This is an optimization exercise on Yosys and OpenROAD, whose aim is small area, not a production implementation.
Function was checked by simulation only, so behaviour that the tests miss may differ from the original.
Power is estimated from default activity; no workload was simulated.

==> flow/design.v <==
module fa_cell (
    input   a,
    input   b,
    input   c,
    output  s,
    output  co
);
    assign s  = a ^ b ^ c;
    assign co = (a & b) | (a & c) | (b & c);
endmodule
module processing_element # (
    parameter DATA_WIDTH = 8
)
(
    input       [4*DATA_WIDTH-1 : 0]    i_fmap  ,    
    input       [4*DATA_WIDTH-1 : 0]    i_weight,    
    input                   [3 : 0]     i_en    ,    
    input                               i_clr   ,    
    output      [2*DATA_WIDTH-1 : 0]    o_sum
);
    wire [255:0] pp;
    wire [31:0]  fg = i_fmap & {{8{i_en[3]}}, {8{i_en[2]}}, {8{i_en[1]}}, {8{i_en[0]}}};
    genvar gr, gi, gj;
    generate for (gr = 0; gr < 4; gr = gr + 1) begin : g_r
        for (gi = 0; gi < 8; gi = gi + 1) begin : g_i
            for (gj = 0; gj < 8; gj = gj + 1) begin : g_j
                assign pp[gr*64 + gi*8 + gj] = ~(fg[gr*8 + gi] & i_weight[gr*8 + gj]);
            end
        end
    end endgenerate
    wire t0;
    wire t1;
    fa_cell u2 (.a(pp[0]), .b(pp[64]), .c(pp[128]), .s(t0), .co(t1));
    wire t3;
    wire t4;
    fa_cell u5 (.a(pp[1]), .b(pp[8]), .c(pp[65]), .s(t3), .co(t4));
    wire t6;
    wire t7;
    fa_cell u8 (.a(pp[72]), .b(pp[129]), .c(pp[136]), .s(t6), .co(t7));
    wire t9;
    wire t10;
    fa_cell u11 (.a(t1), .b(t3), .c(t6), .s(t9), .co(t10));
    wire t12;
    assign t12 = ~(~pp[193] ^ ~pp[200]);
    wire t13;
    assign t13 = ~(~pp[193] & ~pp[200]);
    wire t14;
    wire t15;
    fa_cell u16 (.a(pp[2]), .b(pp[9]), .c(pp[16]), .s(t14), .co(t15));
    wire t17;
    wire t18;
    fa_cell u19 (.a(pp[66]), .b(pp[73]), .c(pp[80]), .s(t17), .co(t18));
    wire t20;
    wire t21;
    fa_cell u22 (.a(pp[130]), .b(pp[137]), .c(pp[144]), .s(t20), .co(t21));
    wire t23;
    wire t24;
    fa_cell u25 (.a(t4), .b(t7), .c(t14), .s(t23), .co(t24));
    wire t26;
    wire t27;
    fa_cell u28 (.a(t17), .b(t20), .c(pp[194]), .s(t26), .co(t27));
    wire t29;
    wire t30;
    fa_cell u31 (.a(pp[201]), .b(pp[208]), .c(t10), .s(t29), .co(t30));
    wire t32;
    wire t33;
    fa_cell u34 (.a(t13), .b(t23), .c(t26), .s(t32), .co(t33));
    wire t35;
    wire t36;
    fa_cell u37 (.a(pp[3]), .b(pp[10]), .c(pp[17]), .s(t35), .co(t36));
    wire t38;
    wire t39;
    fa_cell u40 (.a(pp[24]), .b(pp[67]), .c(pp[74]), .s(t38), .co(t39));
    wire t41;
    wire t42;
    fa_cell u43 (.a(pp[81]), .b(pp[88]), .c(pp[131]), .s(t41), .co(t42));
    wire t44;
    wire t45;
    fa_cell u46 (.a(pp[138]), .b(pp[145]), .c(pp[152]), .s(t44), .co(t45));
    wire t47;
    wire t48;
    fa_cell u49 (.a(t15), .b(t18), .c(t21), .s(t47), .co(t48));
    wire t50;
    wire t51;
    fa_cell u52 (.a(t35), .b(t38), .c(t41), .s(t50), .co(t51));
    wire t53;
    wire t54;
    fa_cell u55 (.a(t44), .b(pp[195]), .c(pp[202]), .s(t53), .co(t54));
    wire t56;
    wire t57;
    fa_cell u58 (.a(pp[209]), .b(pp[216]), .c(t24), .s(t56), .co(t57));
    wire t59;
    wire t60;
    fa_cell u61 (.a(t47), .b(t27), .c(t50), .s(t59), .co(t60));
    wire t62;
    wire t63;
    fa_cell u64 (.a(t53), .b(t30), .c(t56), .s(t62), .co(t63));
    wire t65;
    assign t65 = ~(~t33 ^ ~t59);
    wire t66;
    assign t66 = ~(~t33 & ~t59);
    wire t67;
    wire t68;
    fa_cell u69 (.a(pp[4]), .b(pp[11]), .c(pp[18]), .s(t67), .co(t68));
    wire t70;
    wire t71;
    fa_cell u72 (.a(pp[25]), .b(pp[32]), .c(pp[68]), .s(t70), .co(t71));
    wire t73;
    wire t74;
    fa_cell u75 (.a(pp[75]), .b(pp[82]), .c(pp[89]), .s(t73), .co(t74));
    wire t76;
    wire t77;
    fa_cell u78 (.a(pp[96]), .b(pp[132]), .c(pp[139]), .s(t76), .co(t77));
    wire t79;
    wire t80;
    fa_cell u81 (.a(pp[146]), .b(pp[153]), .c(pp[160]), .s(t79), .co(t80));
    wire t82;
    wire t83;
    fa_cell u84 (.a(t36), .b(t39), .c(t42), .s(t82), .co(t83));
    wire t85;
    wire t86;
    fa_cell u87 (.a(t45), .b(t67), .c(t70), .s(t85), .co(t86));
    wire t88;
    wire t89;
    fa_cell u90 (.a(t73), .b(t76), .c(t79), .s(t88), .co(t89));
    wire t91;
    wire t92;
    fa_cell u93 (.a(pp[196]), .b(pp[203]), .c(pp[210]), .s(t91), .co(t92));
    wire t94;
    wire t95;
    fa_cell u96 (.a(pp[217]), .b(pp[224]), .c(t48), .s(t94), .co(t95));
    wire t97;
    wire t98;
    fa_cell u99 (.a(t51), .b(t82), .c(t85), .s(t97), .co(t98));
    wire t100;
    wire t101;
    fa_cell u102 (.a(t88), .b(t54), .c(t91), .s(t100), .co(t101));
    wire t103;
    wire t104;
    fa_cell u105 (.a(t94), .b(t57), .c(t60), .s(t103), .co(t104));
    wire t106;
    wire t107;
    fa_cell u108 (.a(t97), .b(t100), .c(t63), .s(t106), .co(t107));
    wire t109;
    assign t109 = ~(~t66 ^ ~t103);
    wire t110;
    assign t110 = ~(~t66 & ~t103);
    wire t111;
    wire t112;
    fa_cell u113 (.a(pp[5]), .b(pp[12]), .c(pp[19]), .s(t111), .co(t112));
    wire t114;
    wire t115;
    fa_cell u116 (.a(pp[26]), .b(pp[33]), .c(pp[40]), .s(t114), .co(t115));
    wire t117;
    wire t118;
    fa_cell u119 (.a(pp[69]), .b(pp[76]), .c(pp[83]), .s(t117), .co(t118));
    wire t120;
    wire t121;
    fa_cell u122 (.a(pp[90]), .b(pp[97]), .c(pp[104]), .s(t120), .co(t121));
    wire t123;
    wire t124;
    fa_cell u125 (.a(pp[133]), .b(pp[140]), .c(pp[147]), .s(t123), .co(t124));
    wire t126;
    wire t127;
    fa_cell u128 (.a(pp[154]), .b(pp[161]), .c(pp[168]), .s(t126), .co(t127));
    wire t129;
    wire t130;
    fa_cell u131 (.a(t68), .b(t71), .c(t74), .s(t129), .co(t130));
    wire t132;
    wire t133;
    fa_cell u134 (.a(t77), .b(t80), .c(t111), .s(t132), .co(t133));
    wire t135;
    wire t136;
    fa_cell u137 (.a(t114), .b(t117), .c(t120), .s(t135), .co(t136));
    wire t138;
    wire t139;
    fa_cell u140 (.a(t123), .b(t126), .c(pp[197]), .s(t138), .co(t139));
    wire t141;
    wire t142;
    fa_cell u143 (.a(pp[204]), .b(pp[211]), .c(pp[218]), .s(t141), .co(t142));
    wire t144;
    wire t145;
    fa_cell u146 (.a(pp[225]), .b(pp[232]), .c(t83), .s(t144), .co(t145));
    wire t147;
    wire t148;
    fa_cell u149 (.a(t86), .b(t89), .c(t129), .s(t147), .co(t148));
    wire t150;
    wire t151;
    fa_cell u152 (.a(t132), .b(t135), .c(t92), .s(t150), .co(t151));
    wire t153;
    wire t154;
    fa_cell u155 (.a(t138), .b(t141), .c(t95), .s(t153), .co(t154));
    wire t156;
    wire t157;
    fa_cell u158 (.a(t144), .b(t98), .c(t147), .s(t156), .co(t157));
    wire t159;
    wire t160;
    fa_cell u161 (.a(t150), .b(t101), .c(t153), .s(t159), .co(t160));
    wire t162;
    wire t163;
    fa_cell u164 (.a(t104), .b(t156), .c(t159), .s(t162), .co(t163));
    wire t165;
    assign t165 = ~(~t107 ^ ~t110);
    wire t166;
    assign t166 = ~(~t107 & ~t110);
    wire t167;
    wire t168;
    fa_cell u169 (.a(pp[6]), .b(pp[13]), .c(pp[20]), .s(t167), .co(t168));
    wire t170;
    wire t171;
    fa_cell u172 (.a(pp[27]), .b(pp[34]), .c(pp[41]), .s(t170), .co(t171));
    wire t173;
    wire t174;
    fa_cell u175 (.a(pp[48]), .b(pp[70]), .c(pp[77]), .s(t173), .co(t174));
    wire t176;
    wire t177;
    fa_cell u178 (.a(pp[84]), .b(pp[91]), .c(pp[98]), .s(t176), .co(t177));
    wire t179;
    wire t180;
    fa_cell u181 (.a(pp[105]), .b(pp[112]), .c(pp[134]), .s(t179), .co(t180));
    wire t182;
    wire t183;
    fa_cell u184 (.a(pp[141]), .b(pp[148]), .c(pp[155]), .s(t182), .co(t183));
    wire t185;
    wire t186;
    fa_cell u187 (.a(pp[162]), .b(pp[169]), .c(pp[176]), .s(t185), .co(t186));
    wire t188;
    wire t189;
    fa_cell u190 (.a(t112), .b(t115), .c(t118), .s(t188), .co(t189));
    wire t191;
    wire t192;
    fa_cell u193 (.a(t121), .b(t124), .c(t127), .s(t191), .co(t192));
    wire t194;
    wire t195;
    fa_cell u196 (.a(t167), .b(t170), .c(t173), .s(t194), .co(t195));
    wire t197;
    wire t198;
    fa_cell u199 (.a(t176), .b(t179), .c(t182), .s(t197), .co(t198));
    wire t200;
    wire t201;
    fa_cell u202 (.a(t185), .b(pp[198]), .c(pp[205]), .s(t200), .co(t201));
    wire t203;
    wire t204;
    fa_cell u205 (.a(pp[212]), .b(pp[219]), .c(pp[226]), .s(t203), .co(t204));
    wire t206;
    wire t207;
    fa_cell u208 (.a(pp[233]), .b(pp[240]), .c(t130), .s(t206), .co(t207));
    wire t209;
    wire t210;
    fa_cell u211 (.a(t133), .b(t136), .c(t188), .s(t209), .co(t210));
    wire t212;
    wire t213;
    fa_cell u214 (.a(t191), .b(t139), .c(t194), .s(t212), .co(t213));
    wire t215;
    wire t216;
    fa_cell u217 (.a(t197), .b(t142), .c(t200), .s(t215), .co(t216));
    wire t218;
    wire t219;
    fa_cell u220 (.a(t203), .b(t145), .c(t206), .s(t218), .co(t219));
    wire t221;
    wire t222;
    fa_cell u223 (.a(t148), .b(t209), .c(t151), .s(t221), .co(t222));
    wire t224;
    wire t225;
    fa_cell u226 (.a(t212), .b(t215), .c(t154), .s(t224), .co(t225));
    wire t227;
    wire t228;
    fa_cell u229 (.a(t218), .b(t157), .c(t221), .s(t227), .co(t228));
    wire t230;
    wire t231;
    fa_cell u232 (.a(t160), .b(t224), .c(t227), .s(t230), .co(t231));
    wire t233;
    assign t233 = ~(~t166 ^ ~t163);
    wire t234;
    assign t234 = ~(~t166 & ~t163);
    wire t235;
    wire t236;
    fa_cell u237 (.a(pp[7]), .b(pp[14]), .c(pp[21]), .s(t235), .co(t236));
    wire t238;
    wire t239;
    fa_cell u240 (.a(pp[28]), .b(pp[35]), .c(pp[42]), .s(t238), .co(t239));
    wire t241;
    wire t242;
    fa_cell u243 (.a(pp[49]), .b(pp[56]), .c(pp[71]), .s(t241), .co(t242));
    wire t244;
    wire t245;
    fa_cell u246 (.a(pp[78]), .b(pp[85]), .c(pp[92]), .s(t244), .co(t245));
    wire t247;
    wire t248;
    fa_cell u249 (.a(pp[99]), .b(pp[106]), .c(pp[113]), .s(t247), .co(t248));
    wire t250;
    wire t251;
    fa_cell u252 (.a(pp[120]), .b(pp[135]), .c(pp[142]), .s(t250), .co(t251));
    wire t253;
    wire t254;
    fa_cell u255 (.a(pp[149]), .b(pp[156]), .c(pp[163]), .s(t253), .co(t254));
    wire t256;
    wire t257;
    fa_cell u258 (.a(pp[170]), .b(pp[177]), .c(pp[184]), .s(t256), .co(t257));
    wire t259;
    wire t260;
    fa_cell u261 (.a(t168), .b(t171), .c(t174), .s(t259), .co(t260));
    wire t262;
    wire t263;
    fa_cell u264 (.a(t177), .b(t180), .c(t183), .s(t262), .co(t263));
    wire t265;
    wire t266;
    fa_cell u267 (.a(t186), .b(t235), .c(t238), .s(t265), .co(t266));
    wire t268;
    wire t269;
    fa_cell u270 (.a(t241), .b(t244), .c(t247), .s(t268), .co(t269));
    wire t271;
    wire t272;
    fa_cell u273 (.a(t250), .b(t253), .c(t256), .s(t271), .co(t272));
    wire t274;
    wire t275;
    fa_cell u276 (.a(pp[199]), .b(pp[206]), .c(pp[213]), .s(t274), .co(t275));
    wire t277;
    wire t278;
    fa_cell u279 (.a(pp[220]), .b(pp[227]), .c(pp[234]), .s(t277), .co(t278));
    wire t280;
    wire t281;
    fa_cell u282 (.a(pp[241]), .b(pp[248]), .c(t189), .s(t280), .co(t281));
    wire t283;
    wire t284;
    fa_cell u285 (.a(t192), .b(t195), .c(t198), .s(t283), .co(t284));
    wire t286;
    wire t287;
    fa_cell u288 (.a(t259), .b(t262), .c(t265), .s(t286), .co(t287));
    wire t289;
    wire t290;
    fa_cell u291 (.a(t268), .b(t271), .c(t201), .s(t289), .co(t290));
    wire t292;
    wire t293;
    fa_cell u294 (.a(t204), .b(t274), .c(t277), .s(t292), .co(t293));
    wire t295;
    wire t296;
    fa_cell u297 (.a(t207), .b(t280), .c(t210), .s(t295), .co(t296));
    wire t298;
    wire t299;
    fa_cell u300 (.a(t283), .b(t213), .c(t286), .s(t298), .co(t299));
    wire t301;
    wire t302;
    fa_cell u303 (.a(t216), .b(t289), .c(t292), .s(t301), .co(t302));
    wire t304;
    wire t305;
    fa_cell u306 (.a(t219), .b(t295), .c(t222), .s(t304), .co(t305));
    wire t307;
    wire t308;
    fa_cell u309 (.a(t298), .b(t225), .c(t301), .s(t307), .co(t308));
    wire t310;
    wire t311;
    fa_cell u312 (.a(t304), .b(t228), .c(t307), .s(t310), .co(t311));
    wire t313;
    assign t313 = ~(~t231 ^ ~t234);
    wire t314;
    assign t314 = ~(~t231 & ~t234);
    wire t315;
    wire t316;
    fa_cell u317 (.a(pp[15]), .b(pp[22]), .c(pp[29]), .s(t315), .co(t316));
    wire t318;
    wire t319;
    fa_cell u320 (.a(pp[36]), .b(pp[43]), .c(pp[50]), .s(t318), .co(t319));
    wire t321;
    wire t322;
    fa_cell u323 (.a(pp[57]), .b(pp[79]), .c(pp[86]), .s(t321), .co(t322));
    wire t324;
    wire t325;
    fa_cell u326 (.a(pp[93]), .b(pp[100]), .c(pp[107]), .s(t324), .co(t325));
    wire t327;
    wire t328;
    fa_cell u329 (.a(pp[114]), .b(pp[121]), .c(pp[143]), .s(t327), .co(t328));
    wire t330;
    wire t331;
    fa_cell u332 (.a(pp[150]), .b(pp[157]), .c(pp[164]), .s(t330), .co(t331));
    wire t333;
    wire t334;
    fa_cell u335 (.a(pp[171]), .b(pp[178]), .c(pp[185]), .s(t333), .co(t334));
    wire t336;
    wire t337;
    fa_cell u338 (.a(t236), .b(t239), .c(t242), .s(t336), .co(t337));
    wire t339;
    wire t340;
    fa_cell u341 (.a(t245), .b(t248), .c(t251), .s(t339), .co(t340));
    wire t342;
    wire t343;
    fa_cell u344 (.a(t254), .b(t257), .c(t315), .s(t342), .co(t343));
    wire t345;
    wire t346;
    fa_cell u347 (.a(t318), .b(t321), .c(t324), .s(t345), .co(t346));
    wire t348;
    wire t349;
    fa_cell u350 (.a(t327), .b(t330), .c(t333), .s(t348), .co(t349));
    wire t351;
    wire t352;
    fa_cell u353 (.a(pp[207]), .b(pp[214]), .c(pp[221]), .s(t351), .co(t352));
    wire t354;
    wire t355;
    fa_cell u356 (.a(pp[228]), .b(pp[235]), .c(pp[242]), .s(t354), .co(t355));
    wire t357;
    wire t358;
    fa_cell u359 (.a(pp[249]), .b(t260), .c(t263), .s(t357), .co(t358));
    wire t360;
    wire t361;
    fa_cell u362 (.a(t266), .b(t269), .c(t272), .s(t360), .co(t361));
    wire t363;
    wire t364;
    fa_cell u365 (.a(t336), .b(t339), .c(t342), .s(t363), .co(t364));
    wire t366;
    wire t367;
    fa_cell u368 (.a(t345), .b(t348), .c(t275), .s(t366), .co(t367));
    wire t369;
    wire t370;
    fa_cell u371 (.a(t278), .b(t351), .c(t354), .s(t369), .co(t370));
    wire t372;
    wire t373;
    fa_cell u374 (.a(t281), .b(t357), .c(t284), .s(t372), .co(t373));
    wire t375;
    wire t376;
    fa_cell u377 (.a(t287), .b(t360), .c(t290), .s(t375), .co(t376));
    wire t378;
    wire t379;
    fa_cell u380 (.a(t363), .b(t366), .c(t293), .s(t378), .co(t379));
    wire t381;
    wire t382;
    fa_cell u383 (.a(t369), .b(t296), .c(t372), .s(t381), .co(t382));
    wire t384;
    wire t385;
    fa_cell u386 (.a(t299), .b(t375), .c(t302), .s(t384), .co(t385));
    wire t387;
    wire t388;
    fa_cell u389 (.a(t378), .b(t305), .c(t381), .s(t387), .co(t388));
    wire t390;
    wire t391;
    fa_cell u392 (.a(t308), .b(t384), .c(t387), .s(t390), .co(t391));
    wire t393;
    wire t394;
    fa_cell u395 (.a(t311), .b(t314), .c(t390), .s(t393), .co(t394));
    wire t396;
    wire t397;
    fa_cell u398 (.a(pp[23]), .b(pp[30]), .c(pp[37]), .s(t396), .co(t397));
    wire t399;
    wire t400;
    fa_cell u401 (.a(pp[44]), .b(pp[51]), .c(pp[58]), .s(t399), .co(t400));
    wire t402;
    wire t403;
    fa_cell u404 (.a(pp[87]), .b(pp[94]), .c(pp[101]), .s(t402), .co(t403));
    wire t405;
    wire t406;
    fa_cell u407 (.a(pp[108]), .b(pp[115]), .c(pp[122]), .s(t405), .co(t406));
    wire t408;
    wire t409;
    fa_cell u410 (.a(pp[151]), .b(pp[158]), .c(pp[165]), .s(t408), .co(t409));
    wire t411;
    wire t412;
    fa_cell u413 (.a(pp[172]), .b(pp[179]), .c(pp[186]), .s(t411), .co(t412));
    wire t414;
    wire t415;
    fa_cell u416 (.a(t316), .b(t319), .c(t322), .s(t414), .co(t415));
    wire t417;
    wire t418;
    fa_cell u419 (.a(t325), .b(t328), .c(t331), .s(t417), .co(t418));
    wire t420;
    wire t421;
    fa_cell u422 (.a(t334), .b(t396), .c(t399), .s(t420), .co(t421));
    wire t423;
    wire t424;
    fa_cell u425 (.a(t402), .b(t405), .c(t408), .s(t423), .co(t424));
    wire t426;
    wire t427;
    fa_cell u428 (.a(t411), .b(pp[215]), .c(pp[222]), .s(t426), .co(t427));
    wire t429;
    wire t430;
    fa_cell u431 (.a(pp[229]), .b(pp[236]), .c(pp[243]), .s(t429), .co(t430));
    wire t432;
    wire t433;
    fa_cell u434 (.a(pp[250]), .b(t337), .c(t340), .s(t432), .co(t433));
    wire t435;
    wire t436;
    fa_cell u437 (.a(t343), .b(t346), .c(t349), .s(t435), .co(t436));
    wire t438;
    wire t439;
    fa_cell u440 (.a(t414), .b(t417), .c(t420), .s(t438), .co(t439));
    wire t441;
    wire t442;
    fa_cell u443 (.a(t423), .b(t352), .c(t355), .s(t441), .co(t442));
    wire t444;
    wire t445;
    fa_cell u446 (.a(t426), .b(t429), .c(t358), .s(t444), .co(t445));
    wire t447;
    wire t448;
    fa_cell u449 (.a(t432), .b(t361), .c(t364), .s(t447), .co(t448));
    wire t450;
    wire t451;
    fa_cell u452 (.a(t435), .b(t367), .c(t438), .s(t450), .co(t451));
    wire t453;
    wire t454;
    fa_cell u455 (.a(t441), .b(t370), .c(t444), .s(t453), .co(t454));
    wire t456;
    wire t457;
    fa_cell u458 (.a(t373), .b(t447), .c(t376), .s(t456), .co(t457));
    wire t459;
    wire t460;
    fa_cell u461 (.a(t450), .b(t379), .c(t453), .s(t459), .co(t460));
    wire t462;
    wire t463;
    fa_cell u464 (.a(t382), .b(t456), .c(t385), .s(t462), .co(t463));
    wire t465;
    wire t466;
    fa_cell u467 (.a(t459), .b(t388), .c(t462), .s(t465), .co(t466));
    wire t468;
    wire t469;
    fa_cell u470 (.a(t391), .b(t465), .c(t394), .s(t468), .co(t469));
    wire t471;
    wire t472;
    fa_cell u473 (.a(pp[31]), .b(pp[38]), .c(pp[45]), .s(t471), .co(t472));
    wire t474;
    wire t475;
    fa_cell u476 (.a(pp[52]), .b(pp[59]), .c(pp[95]), .s(t474), .co(t475));
    wire t477;
    wire t478;
    fa_cell u479 (.a(pp[102]), .b(pp[109]), .c(pp[116]), .s(t477), .co(t478));
    wire t480;
    wire t481;
    fa_cell u482 (.a(pp[123]), .b(pp[159]), .c(pp[166]), .s(t480), .co(t481));
    wire t483;
    wire t484;
    fa_cell u485 (.a(pp[173]), .b(pp[180]), .c(pp[187]), .s(t483), .co(t484));
    wire t486;
    wire t487;
    fa_cell u488 (.a(t397), .b(t400), .c(t403), .s(t486), .co(t487));
    wire t489;
    wire t490;
    fa_cell u491 (.a(t406), .b(t409), .c(t412), .s(t489), .co(t490));
    wire t492;
    wire t493;
    fa_cell u494 (.a(t471), .b(t474), .c(t477), .s(t492), .co(t493));
    wire t495;
    wire t496;
    fa_cell u497 (.a(t480), .b(t483), .c(pp[223]), .s(t495), .co(t496));
    wire t498;
    wire t499;
    fa_cell u500 (.a(pp[230]), .b(pp[237]), .c(pp[244]), .s(t498), .co(t499));
    wire t501;
    wire t502;
    fa_cell u503 (.a(pp[251]), .b(t415), .c(t418), .s(t501), .co(t502));
    wire t504;
    wire t505;
    fa_cell u506 (.a(t421), .b(t424), .c(t486), .s(t504), .co(t505));
    wire t507;
    wire t508;
    fa_cell u509 (.a(t489), .b(t492), .c(t427), .s(t507), .co(t508));
    wire t510;
    wire t511;
    fa_cell u512 (.a(t430), .b(t495), .c(t498), .s(t510), .co(t511));
    wire t513;
    wire t514;
    fa_cell u515 (.a(t433), .b(t501), .c(t436), .s(t513), .co(t514));
    wire t516;
    wire t517;
    fa_cell u518 (.a(t439), .b(t504), .c(t442), .s(t516), .co(t517));
    wire t519;
    wire t520;
    fa_cell u521 (.a(t507), .b(t510), .c(t445), .s(t519), .co(t520));
    wire t522;
    wire t523;
    fa_cell u524 (.a(t448), .b(t513), .c(t451), .s(t522), .co(t523));
    wire t525;
    wire t526;
    fa_cell u527 (.a(t516), .b(t454), .c(t519), .s(t525), .co(t526));
    wire t528;
    wire t529;
    fa_cell u530 (.a(t457), .b(t522), .c(t460), .s(t528), .co(t529));
    wire t531;
    wire t532;
    fa_cell u533 (.a(t525), .b(t463), .c(t528), .s(t531), .co(t532));
    wire t534;
    wire t535;
    fa_cell u536 (.a(t466), .b(t531), .c(t469), .s(t534), .co(t535));
    wire t537;
    wire t538;
    fa_cell u539 (.a(pp[39]), .b(pp[46]), .c(pp[53]), .s(t537), .co(t538));
    wire t540;
    wire t541;
    fa_cell u542 (.a(pp[60]), .b(pp[103]), .c(pp[110]), .s(t540), .co(t541));
    wire t543;
    wire t544;
    fa_cell u545 (.a(pp[117]), .b(pp[124]), .c(pp[167]), .s(t543), .co(t544));
    wire t546;
    wire t547;
    fa_cell u548 (.a(pp[174]), .b(pp[181]), .c(pp[188]), .s(t546), .co(t547));
    wire t549;
    wire t550;
    fa_cell u551 (.a(t472), .b(t475), .c(t478), .s(t549), .co(t550));
    wire t552;
    wire t553;
    fa_cell u554 (.a(t481), .b(t484), .c(t537), .s(t552), .co(t553));
    wire t555;
    wire t556;
    fa_cell u557 (.a(t540), .b(t543), .c(t546), .s(t555), .co(t556));
    wire t558;
    wire t559;
    fa_cell u560 (.a(pp[231]), .b(pp[238]), .c(pp[245]), .s(t558), .co(t559));
    wire t561;
    wire t562;
    fa_cell u563 (.a(pp[252]), .b(t487), .c(t490), .s(t561), .co(t562));
    wire t564;
    wire t565;
    fa_cell u566 (.a(t493), .b(t549), .c(t552), .s(t564), .co(t565));
    wire t567;
    wire t568;
    fa_cell u569 (.a(t496), .b(t555), .c(t499), .s(t567), .co(t568));
    wire t570;
    wire t571;
    fa_cell u572 (.a(t558), .b(t502), .c(t561), .s(t570), .co(t571));
    wire t573;
    wire t574;
    fa_cell u575 (.a(t505), .b(t508), .c(t564), .s(t573), .co(t574));
    wire t576;
    wire t577;
    fa_cell u578 (.a(t511), .b(t567), .c(t514), .s(t576), .co(t577));
    wire t579;
    wire t580;
    fa_cell u581 (.a(t570), .b(t517), .c(t573), .s(t579), .co(t580));
    wire t582;
    wire t583;
    fa_cell u584 (.a(t520), .b(t576), .c(t523), .s(t582), .co(t583));
    wire t585;
    wire t586;
    fa_cell u587 (.a(t579), .b(t526), .c(t582), .s(t585), .co(t586));
    wire t588;
    wire t589;
    fa_cell u590 (.a(t529), .b(t585), .c(t532), .s(t588), .co(t589));
    wire t591;
    wire t592;
    fa_cell u593 (.a(pp[47]), .b(pp[54]), .c(pp[61]), .s(t591), .co(t592));
    wire t594;
    wire t595;
    fa_cell u596 (.a(pp[111]), .b(pp[118]), .c(pp[125]), .s(t594), .co(t595));
    wire t597;
    wire t598;
    fa_cell u599 (.a(pp[175]), .b(pp[182]), .c(pp[189]), .s(t597), .co(t598));
    wire t600;
    wire t601;
    fa_cell u602 (.a(t538), .b(t541), .c(t544), .s(t600), .co(t601));
    wire t603;
    wire t604;
    fa_cell u605 (.a(t547), .b(t591), .c(t594), .s(t603), .co(t604));
    wire t606;
    wire t607;
    fa_cell u608 (.a(t597), .b(pp[239]), .c(pp[246]), .s(t606), .co(t607));
    wire t609;
    wire t610;
    fa_cell u611 (.a(pp[253]), .b(t550), .c(t553), .s(t609), .co(t610));
    wire t612;
    wire t613;
    fa_cell u614 (.a(t556), .b(t600), .c(t603), .s(t612), .co(t613));
    wire t615;
    wire t616;
    fa_cell u617 (.a(t559), .b(t606), .c(t562), .s(t615), .co(t616));
    wire t618;
    wire t619;
    fa_cell u620 (.a(t565), .b(t609), .c(t568), .s(t618), .co(t619));
    wire t621;
    wire t622;
    fa_cell u623 (.a(t612), .b(t615), .c(t571), .s(t621), .co(t622));
    wire t624;
    wire t625;
    fa_cell u626 (.a(t574), .b(t618), .c(t577), .s(t624), .co(t625));
    wire t627;
    wire t628;
    fa_cell u629 (.a(t621), .b(t580), .c(t624), .s(t627), .co(t628));
    wire t630;
    wire t631;
    fa_cell u632 (.a(t583), .b(t627), .c(t586), .s(t630), .co(t631));
    wire t633;
    wire t634;
    fa_cell u635 (.a(pp[55]), .b(pp[62]), .c(pp[119]), .s(t633), .co(t634));
    wire t636;
    wire t637;
    fa_cell u638 (.a(pp[126]), .b(pp[183]), .c(pp[190]), .s(t636), .co(t637));
    wire t639;
    wire t640;
    fa_cell u641 (.a(t592), .b(t595), .c(t598), .s(t639), .co(t640));
    wire t642;
    wire t643;
    fa_cell u644 (.a(t633), .b(t636), .c(pp[247]), .s(t642), .co(t643));
    wire t645;
    wire t646;
    fa_cell u647 (.a(pp[254]), .b(t601), .c(t604), .s(t645), .co(t646));
    wire t648;
    wire t649;
    fa_cell u650 (.a(t639), .b(t607), .c(t642), .s(t648), .co(t649));
    wire t651;
    wire t652;
    fa_cell u653 (.a(t610), .b(t645), .c(t613), .s(t651), .co(t652));
    wire t654;
    wire t655;
    fa_cell u656 (.a(t648), .b(t616), .c(t619), .s(t654), .co(t655));
    wire t657;
    wire t658;
    fa_cell u659 (.a(t651), .b(t622), .c(t654), .s(t657), .co(t658));
    wire t660;
    wire t661;
    fa_cell u662 (.a(t625), .b(t657), .c(t628), .s(t660), .co(t661));
    wire t663;
    wire t664;
    fa_cell u665 (.a(pp[63]), .b(pp[127]), .c(pp[191]), .s(t663), .co(t664));
    wire t666;
    wire t667;
    fa_cell u668 (.a(t634), .b(t637), .c(t663), .s(t666), .co(t667));
    wire t669;
    wire t670;
    fa_cell u671 (.a(pp[255]), .b(t640), .c(t666), .s(t669), .co(t670));
    wire t672;
    wire t673;
    fa_cell u674 (.a(t643), .b(t646), .c(t669), .s(t672), .co(t673));
    wire t675;
    wire t676;
    fa_cell u677 (.a(t649), .b(t652), .c(t672), .s(t675), .co(t676));
    wire t678;
    wire t679;
    fa_cell u680 (.a(t655), .b(t675), .c(t658), .s(t678), .co(t679));
    wire t681;
    assign t681 = ~(~t0 ^ ~pp[192]);
    wire t682;
    assign t682 = ~(~t0 & ~pp[192]);
    wire t683;
    wire t684;
    fa_cell u685 (.a(t12), .b(t682), .c(t9), .s(t683), .co(t684));
    wire t686;
    wire t687;
    fa_cell u688 (.a(t29), .b(t684), .c(t32), .s(t686), .co(t687));
    wire t689;
    wire t690;
    fa_cell u691 (.a(t62), .b(t65), .c(t687), .s(t689), .co(t690));
    wire t692;
    wire t693;
    fa_cell u694 (.a(t109), .b(t106), .c(t690), .s(t692), .co(t693));
    wire t695;
    wire t696;
    fa_cell u697 (.a(t165), .b(t162), .c(t693), .s(t695), .co(t696));
    wire t698;
    wire t699;
    fa_cell u700 (.a(t233), .b(t230), .c(t696), .s(t698), .co(t699));
    wire t701;
    wire t702;
    fa_cell u703 (.a(t310), .b(t313), .c(t699), .s(t701), .co(t702));
    wire t704;
    assign t704 = ~(~t393 ^ ~t702);
    wire t705;
    assign t705 = ~(~t393 & ~t702);
    wire t706;
    assign t706 = ~(~t468 ^ ~t705);
    wire t707;
    assign t707 = ~(~t468 & ~t705);
    wire t708;
    assign t708 = ~(~t534 ^ ~t707);
    wire t709;
    assign t709 = ~(~t534 & ~t707);
    wire t710;
    wire t711;
    fa_cell u712 (.a(t588), .b(t535), .c(t709), .s(t710), .co(t711));
    wire t713;
    assign t713 = ~(~t630 ^ ~t589);
    wire t714;
    assign t714 = ~(~t630 & ~t589);
    wire t715;
    wire t716;
    fa_cell u717 (.a(t660), .b(t631), .c(t714), .s(t715), .co(t716));
    wire t718;
    wire t719;
    fa_cell u720 (.a(t678), .b(t661), .c(t716), .s(t718), .co(t719));
    wire t721;
    assign t721 = t664 ^ t667;
    wire t722;
    assign t722 = t721 ^ t670;
    wire t723;
    assign t723 = t722 ^ t673;
    wire t724;
    assign t724 = t723 ^ t676;
    wire t725;
    assign t725 = t724 ^ t679;
    wire t726;
    assign t726 = t725 ^ t719;
    wire t727;
    assign t727 = (~t630 ^ ~t589);
    wire t728;
    assign t728 = ~(~t630 | ~t589);
    wire t729;
    wire t730;
    fa_cell u731 (.a(t660), .b(t631), .c(t728), .s(t729), .co(t730));
    wire t732;
    wire t733;
    fa_cell u734 (.a(t678), .b(t661), .c(t730), .s(t732), .co(t733));
    wire t735;
    assign t735 = t664 ^ t667;
    wire t736;
    assign t736 = t735 ^ t670;
    wire t737;
    assign t737 = t736 ^ t673;
    wire t738;
    assign t738 = t737 ^ t676;
    wire t739;
    assign t739 = t738 ^ t679;
    wire t740;
    assign t740 = t739 ^ t733;
    wire t741;
    assign t741 = ~t711 ? ~t727 : ~t713;
    wire t742;
    assign t742 = ~t711 ? ~t729 : ~t715;
    wire t743;
    assign t743 = ~t711 ? ~t732 : ~t718;
    wire t744;
    assign t744 = ~t711 ? ~t740 : ~t726;
    assign o_sum[0] = ~i_clr & ~t681;
    assign o_sum[1] = ~i_clr & ~t683;
    assign o_sum[2] = ~i_clr & ~t686;
    assign o_sum[3] = ~i_clr & ~t689;
    assign o_sum[4] = ~i_clr & ~t692;
    assign o_sum[5] = ~i_clr & ~t695;
    assign o_sum[6] = ~i_clr & ~t698;
    assign o_sum[7] = ~i_clr & ~t701;
    assign o_sum[8] = ~i_clr & ~t704;
    assign o_sum[9] = ~i_clr & ~t706;
    assign o_sum[10] = ~i_clr & ~t708;
    assign o_sum[11] = ~i_clr & ~t710;
    assign o_sum[12] = ~i_clr & t741;
    assign o_sum[13] = ~i_clr & t742;
    assign o_sum[14] = ~i_clr & t743;
    assign o_sum[15] = ~i_clr & t744;
endmodule
module ws_systolic_array # (
    parameter DATA_WIDTH = 8
)
(
    input                           clk         ,
    input                           rstn        ,
    input                           i_start     ,
    input       [DATA_WIDTH-1 : 0]  i_w_col_1   ,    
    input       [DATA_WIDTH-1 : 0]  i_w_col_2   ,    
    input       [DATA_WIDTH-1 : 0]  i_w_col_3   ,    
    input       [DATA_WIDTH-1 : 0]  i_w_col_4   ,    
    input       [DATA_WIDTH-1 : 0]  i_f_row_1   ,    
    input       [DATA_WIDTH-1 : 0]  i_f_row_2   ,    
    input       [DATA_WIDTH-1 : 0]  i_f_row_3   ,    
    input       [DATA_WIDTH-1 : 0]  i_f_row_4   ,    
    output    [2*DATA_WIDTH-1 : 0]  o_p_col_1   ,    
    output    [2*DATA_WIDTH-1 : 0]  o_p_col_2   ,    
    output    [2*DATA_WIDTH-1 : 0]  o_p_col_3   ,    
    output    [2*DATA_WIDTH-1 : 0]  o_p_col_4        
);
    localparam DW = DATA_WIDTH;
    reg                 r_load;
    reg     [1 : 0]     r_cnt;
    always @ (posedge clk) begin
        if (!rstn) begin
            r_load <= 1'b0;
            r_cnt  <= 2'd0;
        end else if (r_load) begin
            r_cnt  <= r_cnt + 1'b1;
            if (r_cnt == 2'd3) r_load <= 1'b0;
        end else if (i_start) begin
            r_load <= 1'b1;
        end
    end
    wire z = r_load | ~rstn;     
    reg     [2 : 0]     r_clr;
    reg     [5 : 0]     r_shf;
    reg                 r_wok;
    wire    [2 : 0]     clr_nx = {r_clr[1:0], 1'b1} & {3{~z}};
    wire    [5 : 0]     shf_nx = !rstn ? 6'd0 : (r_load ? r_shf : {r_shf[4:0], 1'b1});
    wire                wok_nx = rstn & (r_wok | r_load);
    always @ (posedge clk) begin
        r_clr <= clr_nx;
        r_shf <= shf_nx;
        r_wok <= wok_nx;
    end
    reg     [DW-1 : 0]  r_w [1:4][1:4];      
    wire    [DW-1 : 0]  w_in [1:4];
    assign w_in[1] = i_w_col_1;
    assign w_in[2] = i_w_col_2;
    assign w_in[3] = i_w_col_3;
    assign w_in[4] = i_w_col_4;
    integer r, c;
    always @ (posedge clk) begin
        if (r_load) begin
            for (c = 1; c <= 4; c = c + 1) begin
                r_w[1][c] <= w_in[c];
                for (r = 2; r <= 4; r = r + 1)
                    r_w[r][c] <= r_w[r-1][c];
            end
        end
    end
    reg     [DW-1 : 0]  r_f1 [1:6];
    reg     [DW-1 : 0]  r_f2 [1:5];
    reg     [DW-1 : 0]  r_f3 [1:4];
    reg     [DW-1 : 0]  r_f4 [1:3];
    always @ (posedge clk) begin
        if (!r_load) begin
            r_f1[1] <= i_f_row_1;  r_f1[2] <= r_f1[1];  r_f1[3] <= r_f1[2];
            r_f2[1] <= i_f_row_2;  r_f2[2] <= r_f2[1];  r_f2[3] <= r_f2[2];
            r_f3[1] <= i_f_row_3;  r_f3[2] <= r_f3[1];  r_f3[3] <= r_f3[2];
            r_f4[1] <= i_f_row_4;  r_f4[2] <= r_f4[1];  r_f4[3] <= r_f4[2];
        end
        r_f1[4] <= r_f1[3];  r_f1[5] <= r_f1[4];  r_f1[6] <= r_f1[5];
        r_f2[4] <= r_f2[3];  r_f2[5] <= r_f2[4];
        r_f3[4] <= r_f3[3];
    end
    wire    [3 : 0]     live_nx;                 
    assign live_nx[3] = wok_nx;                  
    assign live_nx[2] = wok_nx & clr_nx[0];      
    assign live_nx[1] = wok_nx & clr_nx[1];      
    assign live_nx[0] = wok_nx & clr_nx[2];      
    wire    [DW-1 : 0]  tap [1:4][1:4];          
    wire  [2*DW-1 : 0]  sum [1:4];
    assign tap[4][1] = i_f_row_4;
    assign tap[4][2] = r_f4[1];
    assign tap[4][3] = r_f4[2];
    assign tap[4][4] = r_f4[3];
    assign tap[3][1] = r_f3[1];
    assign tap[3][2] = r_f3[2];
    assign tap[3][3] = r_f3[3];
    assign tap[3][4] = r_f3[4];
    assign tap[2][1] = r_f2[2];
    assign tap[2][2] = r_f2[3];
    assign tap[2][3] = r_f2[4];
    assign tap[2][4] = r_f2[5];
    assign tap[1][1] = r_f1[3];
    assign tap[1][2] = r_f1[4];
    assign tap[1][3] = r_f1[5];
    assign tap[1][4] = r_f1[6];
    reg     [3 : 0]     r_en [1:4];              
    always @ (posedge clk) begin
        r_en[1] <= live_nx;
        r_en[2] <= live_nx & {shf_nx[0], shf_nx[1], shf_nx[2], shf_nx[3]};
        r_en[3] <= live_nx & {shf_nx[1], shf_nx[2], shf_nx[3], shf_nx[4]};
        r_en[4] <= live_nx & {shf_nx[2], shf_nx[3], shf_nx[4], shf_nx[5]};
    end
    genvar gc;
    generate for (gc = 1; gc <= 4; gc = gc + 1) begin : g_col
        processing_element # (.DATA_WIDTH(DW)) u_mac (
            .i_fmap   ({tap[4][gc], tap[3][gc], tap[2][gc], tap[1][gc]}),
            .i_weight ({r_w[4][gc], r_w[3][gc], r_w[2][gc], r_w[1][gc]}),
            .i_en     (r_en[gc]),
            .i_clr    (z),
            .o_sum    (sum[gc])
        );
    end endgenerate
    reg   [2*DW-1 : 0]  r_p [1:4];
    always @ (posedge clk) begin
        for (c = 1; c <= 4; c = c + 1)
            r_p[c] <= sum[c];
    end
    assign o_p_col_1 = r_p[1];
    assign o_p_col_2 = r_p[2];
    assign o_p_col_3 = r_p[3];
    assign o_p_col_4 = r_p[4];
endmodule
==> flow/run.sh <==
#!/bin/bash
# synth_recipe.tcl (not shown) runs the flow's synth.tcl, then flattens the netlist and writes it again
# the make line also repeats each setting of config.mk as NAME=value (left out here)
make -C /OpenROAD-flow-scripts/flow DESIGN_CONFIG=/design/flow/config.mk WORK_HOME=/design/flow/orfs CLKGATE_MAP_FILE= SYNTH_SCRIPT=/design/flow/synth_recipe.tcl finish
==> flow/config.mk <==
export PLATFORM = sky130hd
export DESIGN_NAME = ws_systolic_array
export DESIGN_NICKNAME = ws_systolic_array
export VERILOG_FILES = /design/flow/design.v
export SDC_FILE = /design/flow/constraint.sdc
export NUM_CORES = 4
export LEC_CHECK = 0
export CAP_MARGIN = 20
export CORE_MARGIN = 2
export CORE_UTILIZATION = 40
export CTS_BUF_LIST = sky130_fd_sc_hd__clkbuf_8
export CTS_CLUSTER_DIAMETER = 40
export CTS_CLUSTER_SIZE = 20
export GPL_TIMING_DRIVEN = 0
export SLEW_MARGIN = 20
export SYNTH_HIERARCHICAL = 1
export SYNTH_MINIMUM_KEEP_SIZE = 0
==> flow/constraint.sdc <==
create_clock -name core_clock -period 7.5 [get_ports {clk}]
set_input_delay 1.5000 -clock core_clock [delete_from_list [all_inputs] [get_ports {clk}]]
set_output_delay 1.5000 -clock core_clock [all_outputs]
set_load 0.01 [all_outputs]
==> reports/metrics.cfg, run 1 <==
[run_status]
status=complete, no violations

[sta]
max-slew-margin-rel_pct=43.6
clock.fmax_ghz=0.137
setup_viol=0
slew_viol_final=0
fin_crit_ns=7.33
worst_slack_ns=0.174
hold_violations=0
fin_crit_sh_pct=97.7
skew_ns=0.0461
worstMarginPinSlew_ns=0.846

[worst_setup_path]
required_ns=8.07
arrival_ns=7.90
cp_common_cell=fa_1
crit_path_start_kind=input pin
crit_path_end_kind=flip-flop
crit_type=in2reg
cp_max_fo=8
cp_slowest_cell=clkdlybuf4s50_1
slowest_delay_ns=0.70
worstPathCellList=clkdlybuf4s50_1, and2_1, nand2_1, fa_1, fa_1, fa_1, fa_1, fa_1, fa_1, fa_1, fa_1, inv_1, ha_1, inv_1, fa_2, mux2i_1, xnor2_1, xnor2_1, nor2_1

[route]
avgRoutedWirePerCell_um=21.0
drtIter0Drc=1310
firstDrtPassIters=7
ant_nets=0
routed_via_density=5.00
route.detailed.drc=0
dr_total_vias=21834
totalWireLength_um=91600

[cells_and_area]
layout-drive-gt1-share_pct=5.07
fin_nets=4202
fin_area_um2=40000
syn2layout_area_growth_pct=11.3

[cts]
clock_path_buffers=3
clk-insertion-delay-late_ns=0.74
clkTransAtPathRegs_ns=0.08
cts_setup_buffers=0
cts_tree=built
clock_sinks=362
clock-root-buffer=clkbuf_8
htree_levels=2
numCtsBuffers=61

[pwr]
irDropWorstVdd_v=0.000147
powerDensity_nw_per_um2=129
leakagePower_nw=8.80

[place]
dpl.hpwl_um=77300
io_buffers=130
place_area_um2=38800
gp_congestion=0.910
pre_cts_slack_ns=-0.849

[yosys]
post_synth.cell_area_avg_um2=12.0
syn-cell-area_um2=35900
netlist.area_leader.share_pct=52.4
synth_area_leader_cell=fa_1
synth_area_leaders=fa_1 52%, edfxtp_1 19%, nand2_1 11%
yosysWarnings=21
syn-num-nets=4060
async_reset_ff_share_pct=0
yosys-top-cells-count=1012 x nand2_1, 940 x fa_1, 224 x edfxtp_1, 138 x dfxtp_1, 135 x and2_1
ys_types=25
ys_ff_latch=362
ys_seq_area_share_pct=26.4
syn-instance-count=3004
yosysMostFrequentCell=nand2_1
synthFlopType=edfxtp_1
synth_edf_count=224

[global_route]
grt_use_total_pct=20.7
grt_max_degree=66
grt_pass1_wl_um=145000
grt_overflow=0
grt_antenna_before_repair=4
grt_pass1_vias=25053

[flow_run]
max_cap_viol_count=0

[floorplan]
dieArea_um2=92200
core_um2=88600
pin_count=131
initial_core_util_pct=40.5
die_h_um=304
rows=109
die_w_um=304

[worst_hold_path]
min_path_type=reg2reg

## modules after synthesis (local to each module, per instance), excerpt
| module | cells | times used |
|---|---|---|
| ws_systolic_array | 404 | 1 |
| fa_cell | 1 | 940 |
## kinds of logic after synthesis
family	count (synthesis)	share of synthesized area, %
xor+xnor	29	0.707
fa+ha+maj	989	54.1
simple gates	1239	14.3
buf+inv	362	3.90
mux	10	0.279
compound gates	13	0.286
flops	362	26.4
## timing repair
action / 4_1_cts / 5_1_grt
resized for setup: 0 / 14
hold endpoints to repair: 0 / 0
hold buffers: 0 / 0
setup endpoints to repair: 2 / 5
## power breakdown
group          internal (mW)  switching, mW  total (mW)
clock                  0.946           1.01        1.96
sequential              2.30          0.106        2.41
combinational          0.317          0.468       0.785
total                   3.56           1.58        5.15
## final cells by class
type	instances	area [µm²]
flip-flops and latches	362	9490
multi-input cells	2280	25100
diodes	1	2.50
plain buffers	208	825
clock inverters	50	468
well taps	1165	1460
fillers	8215	48700
inverters	98	373
repair buffers	135	1420
clock buffers	65	895
## critical path: cells and delay by family
| family | cells | cell delay (ns) |
|---|---|---|
| and+or+nand+nor | 3 | 0.73 |
| xor gates and xnor gates | 2 | 0.29 |
| buffers and inverters | 3 | 0.81 |
| muxes | 1 | 0.26 |
| adders and majority gates | 10 | 4.28 |
## through the flow
stage / hold slack [ns] / instances / TNS [ns] / total power [mW] / util [%]
final: 0.350 / 4364 / 0 / 5.15 / 45.1
after global routing: 0.355 / 4364 / -0.00237 / 5.42 / 45.1
after CTS: 0.349 / 4418 / 0 / 5.24 / 45.3
after detailed placement: 0.333 / 4304 / -3.17 / 3.25 / 43.8
after global placement: 0.334 / 4299 / -44.93 / 3.24 / 43.6
after floorplan: 0.323 / 3004 / 0 / 2.89 / -
## registers in the layout (all words and copies together) (netlist names)
register and cells:
r_cnt 2, r_en 16, r_f4 24, r_clr 2
r_f2 40, r_p 64, r_load 1, r_f1 48
r_shf 5, r_f3 32, r_w 128
## placed cells by master (no fill, tap or decap), types with 12 or more instances in the layout
cell / instances
xnor2_1: 20
clkbuf_8: 65
edfxtp_1: 224
nand2_1: 1012
nor2b_1: 23
and3_1: 18
and2_2: 12
and2_1: 123
ha_1: 49
nor2_1: 40
fa_1: 939
clkbuf_1: 65
buf_1: 120
inv_1: 101
buf_2: 20
clkdlybuf4s50_1: 130
dfxtp_1: 137
## routing by layer
layer	global-route usage, %	part of all wire [%]	up-vias
li1	-	-	9335
met1	27.6	42	11591
met2	33.8	48	747
met3	4.40	7.1	157
met4	7.08	3.4	4
met5	0	0.028	-
## path summary, 6_finish.rpt
kind	from	endpoint	slack (ns)	cells past startpoint
worst min register to register	r_f1[4][5]$_DFF_P_	r_f1[5][5]$_DFF_P_	0.35	0
worst min-delay path	r_f1[4][5]$_DFF_P_	r_f1[5][5]$_DFF_P_	0.35	0
worst max-delay path	i_f_row_4[7]	r_p[1][15]$_DFF_P_	0.17	19
worst max register to register	r_f2[2][0]$_DFFE_PN_	r_p[1][15]$_DFF_P_	0.22	21
==> run 2: changes to the inputs <==
--- a/flow/config.mk
+++ b/flow/config.mk
@@ -8,9 +8,6 @@
 export CAP_MARGIN = 20
 export CORE_MARGIN = 2
 export CORE_UTILIZATION = 40
-export CTS_BUF_LIST = sky130_fd_sc_hd__clkbuf_8
-export CTS_CLUSTER_DIAMETER = 40
-export CTS_CLUSTER_SIZE = 20
 export GPL_TIMING_DRIVEN = 0
 export SLEW_MARGIN = 20
 export SYNTH_HIERARCHICAL = 1
==> reports/metrics.cfg, run 2 <==
[run_status]
status=complete, no violations

[global_route]
grt_antenna_before_repair=2
grt_use_total_pct=20.7
grt_pass1_vias=24846
grt_pass1_wl_um=145000
grt_overflow=0
grt_max_degree=66

[cts]
numCtsBuffers=42
htree_levels=2
clkTransAtPathRegs_ns=0.06
cts_tree=built
cts_setup_buffers=0
clock-root-buffer=clkbuf_16
clk-insertion-delay-late_ns=0.61
postCtsHoldBufs=0
clock_path_buffers=3
clock_sinks=362

[worst_setup_path]
crit_type=in2reg
crit_buf_inv=3
required_ns=7.93
worstReg2RegStart=r_f2[2][0]$_DFFE_PN_
crit_family=adder cells
arrival_ns=7.85
cp_slowest_cell=clkdlybuf4s50_1
worstPathCellList=clkdlybuf4s50_1, and2_2, nand2_1, fa_1, fa_1, fa_1, fa_1, fa_1, fa_1, fa_1, fa_1, inv_1, ha_1, inv_1, fa_2, and2b_2, a211oi_1
path_depth=17
crit_path_end_kind=flip-flop
cp_max_fo=8
r2r_cells=19
cp_common_cell=fa_1
crit_path_start_kind=input pin
critical_path.startpoint=i_f_row_4[7]
slowest_delay_ns=0.75

[cells_and_area]
final_common_cell=nand2_1
fin_nets=4186
fin_area_um2=40000
reg.largest.list=r_w: 128 flops, r_p: 64 flops, r_f1: 48 flops
final_cell_mix=1012 x nand2_1, 939 x fa_1, 224 x edfxtp_1
top_register=r_w
syn2layout_area_growth_pct=11.4
final_util_pct=45.1
largest_register_ffs=128
layout-drive-gt1-share_pct=3.63

[place]
place_area_um2=38800
pre_cts_slack_ns=-0.849
io_buffers=130
gp_congestion=0.910
dpl.hpwl_um=77300

[pwr]
leakagePower_nw=8.81
powerDensity_nw_per_um2=132
irDropWorstVdd_v=0.000130

[floorplan]
die_h_um=304
rows=109
pin_count=131
dieArea_um2=92200
die_w_um=304
core_um2=88600
initial_core_util_pct=40.5

[route]
firstDrtPassIters=7
totalWireLength_um=91700
dr_total_vias=21710
ant_nets=0
route.detailed.drc=0
drtIter0Drc=1514
routed_via_density=5.01
avgRoutedWirePerCell_um=21.2

[yosys]
syn-num-nets=4060
post_synth.cell_area_avg_um2=12.0
ys_seq_area_share_pct=26.4
synth_edf_count=224
netlist.area_leader.share_pct=52.4
synth_area_leader_cell=fa_1
syn-cell-area_um2=35900
ys_ff_latch=362
async_reset_ff_share_pct=0
yosysWarnings=21
yosys-top-cells-count=1012 x nand2_1, 940 x fa_1, 224 x edfxtp_1, 138 x dfxtp_1, 135 x and2_1
synthFlopType=edfxtp_1
ys_types=25
syn-instance-count=3004
synth_area_leaders=fa_1 52%, edfxtp_1 19%, nand2_1 11%
yosysMostFrequentCell=nand2_1

[sta]
fin_crit_ns=7.42
max-slew-margin-rel_pct=43.2
hold_slack_ns=0.348
finalSetupTns_ns=0
setup_viol=0
rsz0062_at_grt=true
worst_slack_ns=0.0780
hold_violations=0
slew_viol_final=0
skew_ns=0.0398
clock.fmax_ghz=0.135
worstMarginPinSlew_ns=0.853
fin_crit_sh_pct=99.0

[worst_hold_path]
hold_start=r_f1[4][5]$_DFF_P_
holdPathStages=0
min_path_type=reg2reg

[flow_run]
max_cap_viol_count=0

==> run 2: cell counts after synthesis <==
Identical to the previous run, type by type.
==> run 2: stage by stage <==
stage	total power, mW	std cells
final	5.30	4330
after CTS	5.39	4379
after global routing	5.55	4329
after detailed placement	3.25	4304
after floorplan	2.89	3004
after global placement	3.24	4299
==> run 2: area by class of cell <==
cell class                 count  area (µm²)
antenna                        1        2.50
buffer                       211         836
clock buffer                  49        1080
clock inverter                29         302
fill                        8193       48600
inverter                      98         373
multi-input combinational   2280       25000
sequential                   362        9490
tap                         1165        1460
timing repair buffer         135        1420
==> run 2: worst paths after layout <==
kind / end / slack, ns
max: r_p[1][13]$_DFF_P_ / 0.08
min: r_f1[5][5]$_DFF_P_ / 0.35
max reg2reg: r_p[1][13]$_DFF_P_ / 0.18
min reg2reg: r_f1[5][5]$_DFF_P_ / 0.35
==> run 2: worst register-to-register path, stage by stage, from the launching register on <==
cell	delay (ns)
edfxtp_1	0.48
and2_1	0.23
clkbuf_1	0.33
nand2_1	0.14
fa_1	0.46
fa_1	0.45
fa_1	0.55
fa_1	0.45
fa_1	0.46
fa_1	0.54
fa_1	0.43
fa_1	0.39
fa_1	0.43
fa_1	0.50
inv_1	0.04
ha_1	0.19
inv_1	0.07
fa_2	0.32
and2b_2	0.24
a211oi_1	0.45
==> run 2: what timing repair did <==
item	in CTS	in global routing
gates resized for setup	1	9
setup endpoints to repair	3	5
pin swaps	0	0
==> run 2: metal layers <==
metal | routed length [µm] | part of all wire [%] | GRT usage (%) | vias up
met5 | 0 | 0 | 0 | -
met4 | 2690 | 2.9 | 6.12 | 0
met3 | 6360 | 6.9 | 3.99 | 131
met2 | 44100 | 48 | 34.2 | 744
met1 | 38600 | 42 | 27.9 | 11541
li1 | - | - | - | 9294
==> run 2: cell families (layout without fill, tap and decap cells) <==
logic type      Yosys count  count (layout)  share of synthesized area, %
fa+ha+maj               989             989                          54.1
flops                   362             362                          26.4
xor+xnor                 29              29                         0.707
buf+inv                 362             522                          3.90
simple gates           1239            1239                          14.3
compound gates           13              13                         0.286
other cells               0               1                             0
mux                      10              10                         0.279
==> run 2: Yosys stat by module (local to each module, per instance), a selection <==
module	cells	cell area, µm²	copies in the design	flip-flops and latches
ws_systolic_array	404	9800	1	362
fa_cell	1	20.0	940	0
==> run 2: where the power goes <==
group / switching [mW] / leakage (nW) / internal, mW / total [mW]
Clock: 0.916 / 0.684 / 1.19 / 2.10
Combinational: 0.467 / 4.81 / 0.317 / 0.784
Sequential: 0.106 / 3.32 / 2.30 / 2.41
Total: 1.49 / 8.81 / 3.81 / 5.30

-- port drivers added, routing unchanged --
The flow's constraints put no driver on any port. The routed layouts listed below were extracted and timed again, unchanged, in two steps. Step 1 sets driving cells, clkbuf_16 on the clock port and buf_2 on the other inputs (assumed; they add their load-dependent delay and slew). Step 2 times the ports against the registers' clock, not the clock port: input delays grow and output delays shrink by t, the midpoint of the rising clock arrivals with the driver on. a / b / c = no drivers / after step 1 / after step 2; a / b = the first two.
run | shift t [ns] | setup slack, ns | hold WS [ns] | slew at the worst register clock pin (ns)
run 1 | 0.786 | 0.174 / 0.206 / -0.581 | 0.350 / 0.350 / 0.350 | 0.09 / 0.09
run 2 | 0.662 | 0.078 / 0.114 / -0.548 | 0.348 / 0.348 / 0.348 | 0.07 / 0.07
Met with ideal ports but missed after step 2: setup timing in run 1 and run 2. The setup slack of run 1, which loses most, moves by +0.032 ns with the drivers and by -0.755 ns with both steps.
